What follows belongs to an exercise in optimizing a design on an open flow for small area; a production flow would make more cautious choices. Function was checked by simulation only, so behaviour that the tests miss may differ from the original.

==> flow/design.v (excerpt) <==
module led_matrix_top(input  logic clk,
                      input  logic r,
                      input  logic w_enable,
                      input  logic get_buffer,
                      input  logic [383:0] y_in,
                      output logic r0_out,
                      output logic r1_out,
                      output logic g0_out,
                      output logic g1_out,
                      output logic b0_out,
                      output logic b1_out,
                      output logic latch,
                      output logic OE,
                      output logic sck,
                      output logic [4:0] addr);
For scale: ~1,200 flip-flops, about 400 I/O pins.
==> module EBRController, before the edit <==
module EBRController(input  logic clk,
                     input  logic reset,
                     input  logic w_enable,
                     input  logic r_enable,
                     input  logic get_buffer,
                     input  logic [63:0][5:0] y_in,
                     input  logic [4:0] addr,
                     output logic row_valid,
                     output logic [5:0] row_0_pos,
                     output logic [5:0] row_1_pos);
	logic st_clear, st_write;
	logic [63:0][5:0] w_pos, o_pos, d_pos;
	logic w_valid, o_valid, d_valid;
	always_ff @(posedge clk) begin
		if (reset) begin
			st_clear <= 1'b0;
			st_write <= 1'b0;
		end else begin
			st_clear <= ~st_clear & ~st_write & w_enable;
			st_write <= st_clear;
		end
	end
	always_ff @(posedge clk) begin
		if (st_clear) w_valid <= 1'b0;
		if (st_write) begin
			w_valid <= 1'b1;
			w_pos   <= y_in;
		end
	end
	always_ff @(posedge clk)
		if (~st_clear & ~st_write & get_buffer) begin
			o_valid <= w_valid;
			o_pos   <= w_pos;
		end
	logic [31:0] sel;
	logic [5:0] rd0, rd1;
	RowDecode Dec(.addr(addr), .sel(sel));
	RowSelect Sel0(.sel(sel), .rows(d_pos[31:0]), .row(rd0));
	RowSelect Sel1(.sel(sel), .rows(d_pos[63:32]), .row(rd1));
	always_ff @(posedge clk) begin
		if (r_enable) begin
			row_valid <= d_valid;
			row_0_pos <= rd0;
			row_1_pos <= rd1;
		end else if (get_buffer) begin
			d_valid <= o_valid;
			d_pos   <= o_pos;
		end
	end
endmodule
==> module RowSelect, before the edit <==
module RowSelect(input logic [31:0] sel, input logic [31:0][5:0] rows, output logic [5:0] row);
	logic [32:0] sel_x;
	logic [5:0][32:0] d_x;
	logic [5:0][10:0] part_n;
	assign sel_x = {1'b0, sel};
	for (genvar b = 0; b < 6; b++) begin : g_bit
		for (genvar k = 0; k < 33; k++) begin : g_row
			if (k < 32) assign d_x[b][k] = rows[k][b];
			else        assign d_x[b][k] = 1'b0;
		end
		for (genvar g = 0; g < 11; g++) begin : g_grp
			SelectAOI3 Aoi(.sel(sel_x[3*g +: 3]), .d(d_x[b][3*g +: 3]), .y_n(part_n[b][g]));
		end
		assign row[b] = ~&part_n[b];
	end
endmodule
==> flow/config.mk <==
export PLATFORM = sky130hd
export DESIGN_NAME = led_matrix_top
export DESIGN_NICKNAME = led_matrix_top
export VERILOG_FILES = /design/flow/design.v
export SDC_FILE = /design/flow/constraint.sdc
export NUM_CORES = 4
export LEC_CHECK = 0
export CAP_MARGIN = 20
export CORE_MARGIN = 2
export CORE_UTILIZATION = 70
export PLACE_DENSITY = 0.8
export SLEW_MARGIN = 20
export SYNTH_HIERARCHICAL = 1
export SYNTH_MINIMUM_KEEP_SIZE = 0
==> flow/constraint.sdc <==
create_clock -name core_clock -period 10.0 [get_ports {clk}]
set_input_delay 2.0000 -clock core_clock [delete_from_list [all_inputs] [get_ports {clk}]]
set_output_delay 2.0000 -clock core_clock [all_outputs]
set_load 0.01 [all_outputs]
standard.sh (not shown) runs the stock make flow with config.mk's settings and CLKGATE_MAP_FILE= SYNTH_SCRIPT=/design/flow/synth_recipe.tcl, a recipe that flattens the netlist after the stock synthesis.
==> flow/flow/run.sh <==
#!/bin/bash
# Standard ORFS layout with smaller port buffers and a clock tree built from
# larger sink clusters, without dummy loads.
set -euo pipefail
bash standard.sh \
  BUFFER_PORTS_ARGS="-buffer_cell sky130_fd_sc_hd__buf_1" \
  CTS_ARGS="-sink_clustering_enable -repair_clock_nets -dont_use_dummy_load -sink_clustering_size 30 -sink_clustering_max_diameter 60 -buf_list {sky130_fd_sc_hd__clkbuf_16}" \
  finish > flow.log 2>&1
Next try:
--- a/flow/design.v
+++ b/flow/design.v
@@ -11,6 +11,7 @@
 	logic st_clear, st_write;
 	logic [63:0][5:0] w_pos, o_pos, d_pos;
 	logic w_valid, o_valid, d_valid;
+	logic o_load, d_load;
 	always_ff @(posedge clk) begin
 		if (reset) begin
 			st_clear <= 1'b0;
@@ -22,31 +23,22 @@
 	end
 	always_ff @(posedge clk) begin
 		if (st_clear) w_valid <= 1'b0;
-		if (st_write) begin
-			w_valid <= 1'b1;
-			w_pos   <= y_in;
-		end
+		if (st_write) w_valid <= 1'b1;
 	end
-	always_ff @(posedge clk)
-		if (~st_clear & ~st_write & get_buffer) begin
-			o_valid <= w_valid;
-			o_pos   <= w_pos;
-		end
+	HoldReg #(.N(384)) WBuf(.clk(clk), .load(st_write), .hold(~st_write), .d(y_in), .q(w_pos));
+	assign o_load = ~st_clear & ~st_write & get_buffer;
+	HoldReg #(.N(385)) OBuf(.clk(clk), .load(o_load), .hold(~o_load),
+		.d({w_valid, w_pos}), .q({o_valid, o_pos}));
+	assign d_load = ~r_enable & get_buffer;
+	HoldReg #(.N(385)) DBuf(.clk(clk), .load(d_load), .hold(~d_load),
+		.d({o_valid, o_pos}), .q({d_valid, d_pos}));
 	logic [31:0] sel;
 	logic [5:0] rd0, rd1;
 	RowDecode Dec(.addr(addr), .sel(sel));
 	RowSelect Sel0(.sel(sel), .rows(d_pos[31:0]), .row(rd0));
 	RowSelect Sel1(.sel(sel), .rows(d_pos[63:32]), .row(rd1));
-	always_ff @(posedge clk) begin
-		if (r_enable) begin
-			row_valid <= d_valid;
-			row_0_pos <= rd0;
-			row_1_pos <= rd1;
-		end else if (get_buffer) begin
-			d_valid <= o_valid;
-			d_pos   <= o_pos;
-		end
-	end
+	HoldReg #(.N(13)) RowRegs(.clk(clk), .load(r_enable), .hold(~r_enable),
+		.d({d_valid, rd1, rd0}), .q({row_valid, row_1_pos, row_0_pos}));
 endmodule
 module RowDecode(input logic [4:0] addr, output logic [31:0] sel);
 	always_comb
@@ -56,20 +48,26 @@
 	assign y_n = ~|(sel & d);
 endmodule
 module RowSelect(input logic [31:0] sel, input logic [31:0][5:0] rows, output logic [5:0] row);
-	logic [32:0] sel_x;
-	logic [5:0][32:0] d_x;
+	logic [5:0][31:0] d_t;
 	logic [5:0][10:0] part_n;
-	assign sel_x = {1'b0, sel};
 	for (genvar b = 0; b < 6; b++) begin : g_bit
-		for (genvar k = 0; k < 33; k++) begin : g_row
-			if (k < 32) assign d_x[b][k] = rows[k][b];
-			else        assign d_x[b][k] = 1'b0;
+		for (genvar k = 0; k < 32; k++) begin : g_row
+			assign d_t[b][k] = rows[k][b];
 		end
-		for (genvar g = 0; g < 11; g++) begin : g_grp
-			SelectAOI3 Aoi(.sel(sel_x[3*g +: 3]), .d(d_x[b][3*g +: 3]), .y_n(part_n[b][g]));
+		for (genvar g = 0; g < 10; g++) begin : g_grp
+			SelectAOI3 Aoi(.sel(sel[3*g +: 3]), .d(d_t[b][3*g +: 3]), .y_n(part_n[b][g]));
 		end
+		SelectAOI3 AoiLast(.sel(sel[31:29]), .d(d_t[b][31:29]), .y_n(part_n[b][10]));
 		assign row[b] = ~&part_n[b];
 	end
+endmodule
+module HoldReg #(parameter N = 1) (input  logic clk,
+                                   input  logic load,
+                                   input  logic hold,
+                                   input  logic [N-1:0] d,
+                                   output logic [N-1:0] q);
+	always_ff @(posedge clk)
+		q <= ({N{load}} & d) | ({N{hold}} & q);
 endmodule
 module DisplayController(input  logic clk,
                          input  logic reset,
Result:
- routed wire length went up by 33%
- die area went up by 1.7%
- area after synthesis went up by 1.7%
- clock-buffer cell count went up by 1
- via count went up by 56%

==> re-timing with driven ports <==
The results above use ideal ports. As a check the final layouts listed here were re-extracted and re-timed, cells and wires unchanged.
Step 1 (the two cells are an assumption about what drives the block):
set clk [get_ports {clk}]
set_driving_cell -lib_cell sky130_fd_sc_hd__clkbuf_16 $clk
set_driving_cell -lib_cell sky130_fd_sc_hd__buf_2 [delete_from_list [all_inputs] $clk]
Step 2 times the ports against the registers' clock, not the clock port: input delays grow and output delays shrink by t, the midpoint of the rising clock arrivals with the driver on.
Slacks: ideal ports / drivers / drivers and shift; pairs: ideal ports / drivers.
run	shift t [ns]	slack for setup (ns)	cell pins on the clock port's net
the first run	0.678	5.561 / 5.499 / 5.516	1
the second run	0.681	4.547 / 4.547 / 4.289	1
After both steps setup and hold are still met in every run listed. The setup slack of the second run, which loses most, moves by 0.000 ns with the drivers and by -0.258 ns with both steps.
